Context: an optimization exercise on an open-source flow, tuned for small area. The choices shown serve that exercise and are no tape-out recipe. The RTL was checked by simulation tests, not by an equivalence proof against the original design. The clock port is modelled as an ideal driver, which makes a skipped or thinned clock tree look cheaper than it is; a real chip needs a root buffer or a tree. Power and IR drop assume default switching activity.

==> onyx <==
==> flow/design.v <==
package light_package;
  typedef enum logic[1:0] {red, yellow, green} colors;
endpackage
import light_package ::*;
module traffic_light_controller(
  input         clk, reset,
                e_left_sensor,   
                 e_str_sensor,
                w_left_sensor,
                 w_str_sensor,
                    ns_sensor,
  output light_package::colors e_left_light ,   
                 e_str_light ,
                w_left_light ,
                 w_str_light ,
                    ns_light );
  localparam logic [2:0] MS = 3'b000, ME = 3'b001, MW = 3'b010,
                         ML = 3'b011, MN = 3'b111;
  localparam logic [3:0] PH = 4'd0, PZ = 4'd1, PY = 4'd2, PIDLE = 4'd12;
  logic [2:0] mov, next_mov;
  logic [3:0] ph,  next_ph;
  always_ff @(posedge clk)
    if (reset) begin
      mov <= MN;
      ph  <= PH;
    end else begin
      mov <= next_mov;
      ph  <= next_ph;
    end
  wire el = e_left_sensor, es = e_str_sensor, wl = w_left_sensor,
       ws = w_str_sensor,  ns = ns_sensor;
  wire sx = es | ws, ex = el | es, wx = wl | ws, lx = el | wl, nx = ns;
  logic own_all, other_any;
  always_comb begin
    case (mov)
      MS:      own_all = es & ws;
      ME:      own_all = el & es;
      MW:      own_all = wl & ws;
      ML:      own_all = el & wl;
      default: own_all = ns;
    endcase
    other_any = el | es | wl | ws | (ns & (mov != MN));
  end
  always_comb begin
    next_mov = mov;
    next_ph  = ph;
    if (ph == PH) begin
      next_ph = PIDLE;
      case (mov)
        MS:      if (ex) next_mov = ME; else if (wx) next_mov = MW; else if (lx) next_mov = ML; else if (nx) next_mov = MN; else next_ph = PH;
        ME:      if (wx) next_mov = MW; else if (lx) next_mov = ML; else if (nx) next_mov = MN; else if (sx) next_mov = MS; else next_ph = PH;
        MW:      if (lx) next_mov = ML; else if (nx) next_mov = MN; else if (sx) next_mov = MS; else if (ex) next_mov = ME; else next_ph = PH;
        ML:      if (nx) next_mov = MN; else if (sx) next_mov = MS; else if (ex) next_mov = ME; else if (wx) next_mov = MW; else next_ph = PH;
        default: if (sx) next_mov = MS; else if (ex) next_mov = ME; else if (wx) next_mov = MW; else if (lx) next_mov = ML; else next_ph = PH;
      endcase
    end else if (ph == PIDLE) begin
      if (!own_all)       next_ph = 4'd6;    
      else if (other_any) next_ph = 4'd11;   
    end else if (!own_all && ph > 4'd7)
      next_ph = 4'd6;
    else
      next_ph = ph - 4'd1;
  end
  wire g  = ph >= 4'd3;
  wire yz = (ph == PY) || (ph == PZ);
  wire a = mov[0], b = mov[1], n = mov[2];
  assign e_left_light = light_package::colors'({g & a & ~n, yz & a & ~n});
  assign w_left_light = light_package::colors'({g & b & ~n, yz & b & ~n});
  assign e_str_light  = light_package::colors'({g & ~b, yz & ~b});
  assign w_str_light  = light_package::colors'({g & ~a, yz & ~a});
  assign ns_light     = light_package::colors'({g & n, yz & n});
endmodule
==> flow/flow/run.sh <==
#!/bin/bash
# Standard ORFS layout with two changes:
#  - synthesis maps the logic with an area-oriented ABC script (flow/abc.script)
#    in place of ORFS's own; everything else in synthesis is the standard script;
#  - port buffers are sky130_fd_sc_hd__buf_1 cells.
set -euo pipefail
cd "$(dirname "$0")/.."
W=$PWD
rm -rf "$W/scripts_synth"
cp -r "$FLOW_HOME/scripts" "$W/scripts_synth"
cp "$W/flow/abc.script" "$W/scripts_synth/abc_area.script"
SCRIPTS_DIR="$W/scripts_synth" ABC_AREA=1 bash standard.sh synth > "$W/synth.log" 2>&1
export BUFFER_PORTS_ARGS="-buffer_cell sky130_fd_sc_hd__buf_1"
export CTS_ARGS="-buf_list sky130_fd_sc_hd__clkbuf_2 -root_buf sky130_fd_sc_hd__clkbuf_2 -repair_clock_nets"
bash standard.sh > "$W/layout.log" 2>&1
==> flow/flow/abc.script <==
strash
&get -n
&deepsyn -T 30
&put
dch
amap
topo
stime -c
==> flow/standard.sh <==
#!/bin/bash
# synth_recipe.tcl (not shown) runs the flow's synth.tcl, then flattens the netlist and writes it again
# the make line also repeats each setting of config.mk as NAME=value (left out here)
make -C /OpenROAD-flow-scripts/flow DESIGN_CONFIG=/design/flow/config.mk WORK_HOME=/design/flow/orfs CLKGATE_MAP_FILE= SYNTH_SCRIPT=/design/flow/synth_recipe.tcl "${@:-finish}"
==> flow/config.mk <==
export PLATFORM = sky130hd
export DESIGN_NAME = traffic_light_controller
export DESIGN_NICKNAME = traffic_light_controller
export VERILOG_FILES = /design/flow/design.v
export SDC_FILE = /design/flow/constraint.sdc
export NUM_CORES = 4
export LEC_CHECK = 0
export CAP_MARGIN = 20
export CORE_AREA = 2.3 2.72 57.7 57.28
export CTS_BUF_LIST = sky130_fd_sc_hd__clkbuf_1 sky130_fd_sc_hd__clkbuf_2
export DIE_AREA = 0 0 60 60
export SLEW_MARGIN = 20
==> flow/constraint.sdc <==
create_clock -name core_clock -period 7.0 [get_ports {clk}]
set_input_delay 1.4000 -clock core_clock [delete_from_list [all_inputs] [get_ports {clk}]]
set_output_delay 1.4000 -clock core_clock [all_outputs]
set_load 0.01 [all_outputs]
==> inputs of xenon, as changes to onyx <==
--- a/flow/flow/run.sh
+++ b/flow/flow/run.sh
@@ -13,3 +13,2 @@
 export BUFFER_PORTS_ARGS="-buffer_cell sky130_fd_sc_hd__buf_1"
-export CTS_ARGS="-buf_list sky130_fd_sc_hd__clkbuf_2 -root_buf sky130_fd_sc_hd__clkbuf_2 -repair_clock_nets"
 bash standard.sh > "$W/layout.log" 2>&1
Settings changed: CORE_UTILIZATION set to 40, CTS_BUF_LIST sky130_fd_sc_hd__clkbuf_1 sky130_fd_sc_hd__clkbuf_2 to sky130_fd_sc_hd__clkbuf_1.
==> inputs of juniper, as changes to onyx <==
==> flow/design.v, changed modules only <==
module traffic_light_controller(
  input         clk, reset,
                e_left_sensor,   
                 e_str_sensor,
                w_left_sensor,
                 w_str_sensor,
                    ns_sensor,
  output light_package::colors e_left_light ,   
                 e_str_light ,
                w_left_light ,
                 w_str_light ,
                    ns_light );
  localparam logic [2:0] MS = 3'b000, ME = 3'b001, MW = 3'b010,
                         ML = 3'b011, MN = 3'b100;
  localparam logic [3:0] PH = 4'd0, PZ = 4'd1, PY = 4'd2, PIDLE = 4'd12;
  logic [2:0] mov, next_mov;
  logic [3:0] ph,  next_ph;
  localparam logic [2:0] MOV_INV = 3'd0;
  localparam logic [3:0] PH_INV  = 4'd15;
  logic [2:0] mov_q;
  logic [3:0] ph_q;
  assign mov = mov_q ^ MOV_INV;
  assign ph  = ph_q  ^ PH_INV;
  always_ff @(posedge clk)
    if (reset) begin
      mov_q <= MN ^ MOV_INV;
      ph_q  <= PH ^ PH_INV;
    end else begin
      mov_q <= next_mov ^ MOV_INV;
      ph_q  <= next_ph ^ PH_INV;
    end
  wire el = e_left_sensor, es = e_str_sensor, wl = w_left_sensor,
       ws = w_str_sensor,  ns = ns_sensor;
  wire sx = es | ws, ex = el | es, wx = wl | ws, lx = el | wl, nx = ns;
  logic own_all, other_any;
  always_comb begin
    case (mov)
      MS:      own_all = es & ws;
      ME:      own_all = el & es;
      MW:      own_all = wl & ws;
      ML:      own_all = el & wl;
      default: own_all = ns;
    endcase
    other_any = el | es | wl | ws | (ns & (mov != MN));
  end
  always_comb begin
    next_mov = mov;
    next_ph  = ph;
    if (ph == PH) begin
      next_ph = PIDLE;
      case (mov)
        MS:      if (ex) next_mov = ME; else if (wx) next_mov = MW; else if (lx) next_mov = ML; else if (nx) next_mov = MN; else next_ph = PH;
        ME:      if (wx) next_mov = MW; else if (lx) next_mov = ML; else if (nx) next_mov = MN; else if (sx) next_mov = MS; else next_ph = PH;
        MW:      if (lx) next_mov = ML; else if (nx) next_mov = MN; else if (sx) next_mov = MS; else if (ex) next_mov = ME; else next_ph = PH;
        ML:      if (nx) next_mov = MN; else if (sx) next_mov = MS; else if (ex) next_mov = ME; else if (wx) next_mov = MW; else next_ph = PH;
        default: if (sx) next_mov = MS; else if (ex) next_mov = ME; else if (wx) next_mov = MW; else if (lx) next_mov = ML; else next_ph = PH;
      endcase
    end else if (ph == PIDLE) begin
      if (!own_all)       next_ph = 4'd6;    
      else if (other_any) next_ph = 4'd11;   
    end else if (!own_all && ph > 4'd7)
      next_ph = 4'd6;
    else
      next_ph = ph - 4'd1;
  end
  wire g  = ph >= 4'd3;
  wire yz = (ph == PY) || (ph == PZ);
  wire a = mov[0], b = mov[1], n = mov[2];
  assign e_left_light = light_package::colors'({g & a, yz & a});
  assign w_left_light = light_package::colors'({g & b, yz & b});
  assign e_str_light  = light_package::colors'({g & ~b & ~n, yz & ~b & ~n});
  assign w_str_light  = light_package::colors'({g & ~a & ~n, yz & ~a & ~n});
  assign ns_light     = light_package::colors'({g & n, yz & n});
endmodule
==> flow/flow/run.sh (replaced) <==
#!/bin/bash
# Standard ORFS layout with these changes:
#  - synthesis maps the logic with an area-oriented ABC script (flow/abc.script)
#    in place of ORFS's own, and leaves adders to ABC (no half/full-adder cell
#    extraction); everything else in synthesis is the standard script;
#  - port buffers are sky130_fd_sc_hd__buf_1 cells;
#  - the clock tree is a single buffer (flow/cts_simple.tcl, a buf_2 placed at
#    the flip-flops' centroid) in place of TritonCTS's tree; the rest of the
#    CTS step (repair, placement) is standard.
# Each tool's output goes to synth.log and layout.log here, and ORFS's own
# per-step logs under orfs/logs/.
set -euo pipefail
cd "$(dirname "$0")/.."
W=$PWD
rm -rf "$W/scripts_mod"
cp -r "$FLOW_HOME/scripts" "$W/scripts_mod"
cp "$W/flow/abc.script" "$W/scripts_mod/abc_area.script"
python3 - "$W/scripts_mod/cts.tcl" "$W/flow/cts_simple.tcl" <<'PY'
import sys
p, s = sys.argv[1], sys.argv[2]
t = open(p).read()
old = "log_cmd clock_tree_synthesis {*}$cts_args"
assert old in t
open(p, "w").write(t.replace(old, "source " + s))
PY
export SCRIPTS_DIR="$W/scripts_mod"
export SIMPLE_CTS_BUF=sky130_fd_sc_hd__buf_2
export BUFFER_PORTS_ARGS="-buffer_cell sky130_fd_sc_hd__buf_1"
ADDER_MAP_FILE= ABC_AREA=1 bash standard.sh synth > "$W/synth.log" 2>&1
bash standard.sh > "$W/layout.log" 2>&1
==> flow/flow/abc.script (replaced) <==
strash
&get -n
&deepsyn -J 100 -S 2
&put
dch
amap
topo
stime -c
==> flow/flow/cts_simple.tcl (new file) <==
# Clock tree for a handful of flip-flops: one clock buffer, placed at the
# centroid of the flip-flops, drives every clock pin.
set block [ord::get_db_block]
set sx 0.0; set sy 0.0; set n 0
foreach inst [$block getInsts] {
  if {[string match "sky130_fd_sc_hd__df*" [[$inst getMaster] getName]]} {
    set loc [$inst getLocation]
    set sx [expr {$sx + [lindex $loc 0]}]
    set sy [expr {$sy + [lindex $loc 1]}]
    incr n
  }
}
set dbu [$block getDbUnitsPerMicron]
set x [expr {$sx / $n / $dbu}]
set y [expr {$sy / $n / $dbu}]
puts "simple CTS: $n flip-flops, buffer at $x $y"
insert_buffer -buffer_cell $::env(SIMPLE_CTS_BUF) -net [get_nets clk] -location [list $x $y] -buffer_name clkbuf_root -net_name clk_root
set_propagated_clock [all_clocks]
report_clock_skew
Settings changed: CTS_BUF_LIST sky130_fd_sc_hd__clkbuf_1 sky130_fd_sc_hd__clkbuf_2 to not set, PLACE_DENSITY set to 0.9.
==> comparison table <==
item                                                           onyx     juniper           xenon
Run status                         no timing/DRC/antenna violations  no timing/DRC/antenna violations  did not finish
Stage where the flow stopped                                      -           -   2_1_floorplan
Grt met2 use                                                 11.18%      9.006%               -
Well tap count                                                   33          33               -
Complex-gate fraction of the synthesized area                28.34%      27.71%               -
Max FFs per register                                              4           4               -
Mapped Nets                                                      91          73               -
Proportion of cell area occupied by multi-input gates        54.96%      45.56%               -
Sum of met3 wire segment lengths after detailed routing       98 um       69 um               -
Minimum clock period                                        2999 ps     2937 ps               -
Height of the die                                             60 um       60 um               -
Power consumed by combinational cells                      0.159 mW    0.148 mW               -
DR vias/cell                                                  4.654       4.586               -
Fraction of the cycle the final worst path needs             42.84%      41.96%               -
Cts-stage hold buffer count                                       0           0               -
Fraction of synthesized cell area in xor and xnor cells          0%          0%               -
Total negative setup slack                                     0 ps        0 ps               -
Global routing met3 resource utilization                     5.195%     0.6494%               -
Width of the die                                              60 um       60 um               -
Final Hold Violating Endpoints                                    0           0               -
Power share of the combinational group                        58.1%       61.9%               -
Least-Margin Pin Slew                                      497.0 ps    500.1 ps               -
Maximum fanout encountered on the critical timing path            5           5               -
In juniper the design's own scripts or RTL, not TritonCTS, make the clock network.

port drivers added, routing unchanged:
The results above use ideal ports. As a check the final layouts listed here were re-extracted and re-timed, cells and wires unchanged.
Step 1, drivers: a clkbuf_16 drives clk and a buf_2 each remaining input, both assumed.
Step 2, shift: input delay + t, output delay - t, t = (earliest + latest rising clock arrival at the registers) / 2. This alone moves slack from input paths to output paths.
Three values: ideal, step 1, step 2; two values: the first two.
run | t (ns) | setup slack, ns | worst slew at a driven data input, ns | pins driven straight from the clock port
onyx | 0.253 | 4.001 / 3.980 / 4.074 | 0.03 | 1
juniper | 0.162 | 4.063 / 4.064 / 3.902 | 0.03 | 1
After both steps setup and hold are still met in every run listed. The setup slack of juniper, which loses most, moves by +0.001 ns with the drivers and by -0.161 ns with both steps.
